From an optimization exercise on the open Yosys and OpenROAD flow, aimed at small area and a short achievable clock period; shortcuts taken in it are not production practice.
At most, simulation tests tie the RTL to the original design; equivalence was not proved.

// sin_cos
module sin_cos (
  input clock, input [15:0] angle, output [15:0] cos, output [15:0] sin);
Size in the first run: about 820 flip-flops, roughly 49 I/O pins, ~46000 um2 of cells after synthesis.
clock: 6.5 ns
lec_check: 0
abc_area: 1
cap_margin: 20
core_margin: 2
core_utilization: 55
cts_buf_list: sky130_fd_sc_hd__clkbuf_16
cts_cluster_diameter: 80
cts_cluster_size: 24
setup_slack_margin: 3.9
slew_margin: 20
run.sh (not shown) runs the stock make flow with config.mk's settings and CLKGATE_MAP_FILE= SYNTH_SCRIPT=/design/flow/synth_recipe.tcl, a recipe that flattens the netlist after the stock synthesis.
The starting point completed without violations.
==> next run, changes <==
--- a/flow/config.mk
+++ b/flow/config.mk
@@ -9,5 +9,5 @@
 export CAP_MARGIN = 20
 export CORE_MARGIN = 2
-export CORE_UTILIZATION = 55
+export CORE_UTILIZATION = 40
 export CTS_BUF_LIST = sky130_fd_sc_hd__clkbuf_16
 export CTS_CLUSTER_DIAMETER = 80
Via count is about the same.
Worst setup slack gets better by 0.043 ns.
First-iteration DRC count rises by a few percent.
Hold slack degrades by 0.021 ns.
Area after synthesis is unchanged.
Cell area came out higher slightly.
Maximum frequency grows slightly.
==> next run, changes <==
--- a/flow/config.mk
+++ b/flow/config.mk
@@ -13,4 +13,4 @@
 export CTS_CLUSTER_DIAMETER = 80
 export CTS_CLUSTER_SIZE = 24
-export SETUP_SLACK_MARGIN = 3.9
+export SETUP_SLACK_MARGIN = 4.0
 export SLEW_MARGIN = 20
Result: The new run produced a clean layout; via count went up by 0.68%; register-to-register slack is better by 0.096 ns; wire length went up by 0.84%; hold slack stays flat; area after synthesis stays the same; final cell count went up by 0.82%; sequential share of layout area went down by 0.43 points.


Another version of the RTL of sin_cos (not shown whole).
Settings: LEC_CHECK=0, ABC_AREA=1, CAP_MARGIN=20, CORE_MARGIN=2, CORE_UTILIZATION=50, CTS_BUF_LIST=sky130_fd_sc_hd__clkbuf_16, CTS_CLUSTER_DIAMETER=80, CTS_CLUSTER_SIZE=24, SETUP_SLACK_MARGIN=4.0, SLEW_MARGIN=20; clock period 6.5 ns.
The starting point finished with timing, DRC and antenna clean.
Then changed:
Settings changed: CORE_UTILIZATION 50 to 60.
Result: The new run ran to the end with no violations. Via count grows by 1.1%. Sequential cell count does not change. Area after synthesis is unchanged. Register-to-register slack got worse by 30 ps. Routed wire length shrinks by 2.7%. Cell area shrinks by 0.44%.
Then changed:
Settings changed: CORE_UTILIZATION 60 to 70.
=> Clock-buffer cell count came out lower by 2. Setup slack loses 22 ps. Final area came out lower by 0.80%. First-iteration DRC count came out higher by 35%. Fmax came out lower by 0.86%.
Then changed:
Settings changed: CORE_UTILIZATION 70 to 40, SETUP_SLACK_MARGIN 4.0 to 3.9.
Result: Clock-buffer cell count climbs by 2; register-to-register slack got worse by 80 ps; synthesized area does not change; worst setup slack loses 80 ps; fmax goes down by 3.0%; routed wire length is lower by 5.2%; synthesized cell count does not change.
Then changed:
Settings changed: SETUP_SLACK_MARGIN 3.9 to 4.0.
Wire length came out higher by 3.1%.
Sequential share of layout area came out lower by 0.55 points.
Final cell count came out higher by about 1%.
Via count came out higher by 0.79%.
Maximum frequency came out higher by 5.0%.
Worst hold slack gets worse by 5.5 ps.
Critical path depth came out lower by 3.
Cell area came out higher by about 2%.
Synthesized area does not change.


Another version of the RTL of sin_cos (not shown whole).
Size: roughly 49 I/O pins, roughly 47000 um2 of cells after synthesis.
export LEC_CHECK = 0
export ABC_AREA = 1
export CAP_MARGIN = 20
export CORE_MARGIN = 2
export CORE_UTILIZATION = 40
export SETUP_SLACK_MARGIN = 3.8
export SLEW_MARGIN = 20
create_clock -name core_clock -period 6.5 [get_ports {clock}]
Then changed:
--- a/flow/config.mk
+++ b/flow/config.mk
@@ -7,3 +7,3 @@
 export LEC_CHECK = 0
-export ABC_AREA = 1
+export ABC_CLOCK_PERIOD_IN_PS = 2700
 export CAP_MARGIN = 20
@@ -11,3 +11,3 @@
 export CORE_UTILIZATION = 40
-export SETUP_SLACK_MARGIN = 3.8
+export SETUP_SLACK_MARGIN = 3.75
 export SLEW_MARGIN = 20
Outcome:
- The new run completed without violations
- critical path depth came out higher by 4
- hold slack barely changes
- global-route usage falls by 2.0 points
- sequential cell count does not change
- synthesized area fell by a little under a tenth
- core utilization went up by 1.9 points
- sequential share of layout area climbs by 1.5 points
- cell count shrinks by about a fifth
- cell area goes down by a few percent
Then changed:
--- a/flow/config.mk
+++ b/flow/config.mk
@@ -11,2 +11,5 @@
 export CORE_UTILIZATION = 40
+export CTS_BUF_LIST = sky130_fd_sc_hd__clkbuf_8
+export CTS_CLUSTER_DIAMETER = 45
+export CTS_CLUSTER_SIZE = 20
 export SETUP_SLACK_MARGIN = 3.75
Outcome:
- The new run went through all stages and came out clean
- area after synthesis does not change
- sequential share of layout area increases by 0.44 points
- die area is unchanged
No run of this note included a check of the RTL's function; only the layout flow was run.

[separate check: timing with driven ports]
Ports are ideal in the flow. The routed layouts listed here were re-timed in OpenROAD. Step 1: set_driving_cell puts a clkbuf_16 on clock and a buf_2 on each other input, an assumption about the parent block. Step 2 times the ports against the registers' clock, not the clock port: input delays grow and output delays shrink by t, the midpoint of the rising clock arrivals with the driver on. Three values: ideal ports, drivers, drivers and shift; two values: the first two.
| run | shift t [ns] | setup WS [ns] | latest minus earliest clock arrival (ns) | slew at the worst register clock pin (ns) | worst data-port slew with drivers (ns) |
|---|---|---|---|---|---|
| the first run of note 1 | 0.706 | 3.824 / 3.824 / 3.504 | 0.033 / 0.033 | 0.10 / 0.10 | 0.04 |
| the second run of note 1 | 0.708 | 3.867 / 3.867 / 3.430 | 0.028 / 0.029 | 0.10 / 0.10 | 0.03 |
| the third run of note 1 | 0.709 | 3.963 / 3.963 / 3.453 | 0.032 / 0.032 | 0.10 / 0.10 | 0.03 |
| the first run of note 2 | 0.725 | 4.010 / 3.992 / 3.509 | 0.048 / 0.048 | 0.10 / 0.10 | 0.03 |
| the second run of note 2 | 0.689 | 3.978 / 3.963 / 3.500 | 0.045 / 0.045 | 0.10 / 0.10 | 0.04 |
| the third run of note 2 | 0.705 | 3.957 / 3.945 / 3.512 | 0.047 / 0.047 | 0.10 / 0.10 | 0.05 |
| the fourth run of note 2 | 0.721 | 3.877 / 3.877 / 3.436 | 0.025 / 0.024 | 0.10 / 0.10 | 0.03 |
| the fifth run of note 2 | 0.732 | 4.002 / 4.001 / 3.457 | 0.042 / 0.043 | 0.10 / 0.10 | 0.03 |
| the first run of note 3 | 0.739 | 3.761 / 3.761 / 3.608 | 0.070 / 0.070 | 0.08 / 0.08 | 0.03 |
| the second run of note 3 | 0.720 | 3.336 / 3.336 / 3.336 | 0.050 / 0.050 | 0.07 / 0.07 | 0.03 |
| the third run of note 3 | 0.831 | 3.366 / 3.366 / 3.186 | 0.066 / 0.066 | 0.10 / 0.10 | 0.03 |
After both steps setup and hold are still met in every run listed. For the fifth run of note 2, which loses most, drivers alone change the setup slack by -0.001 ns; drivers and shift together by -0.545 ns.
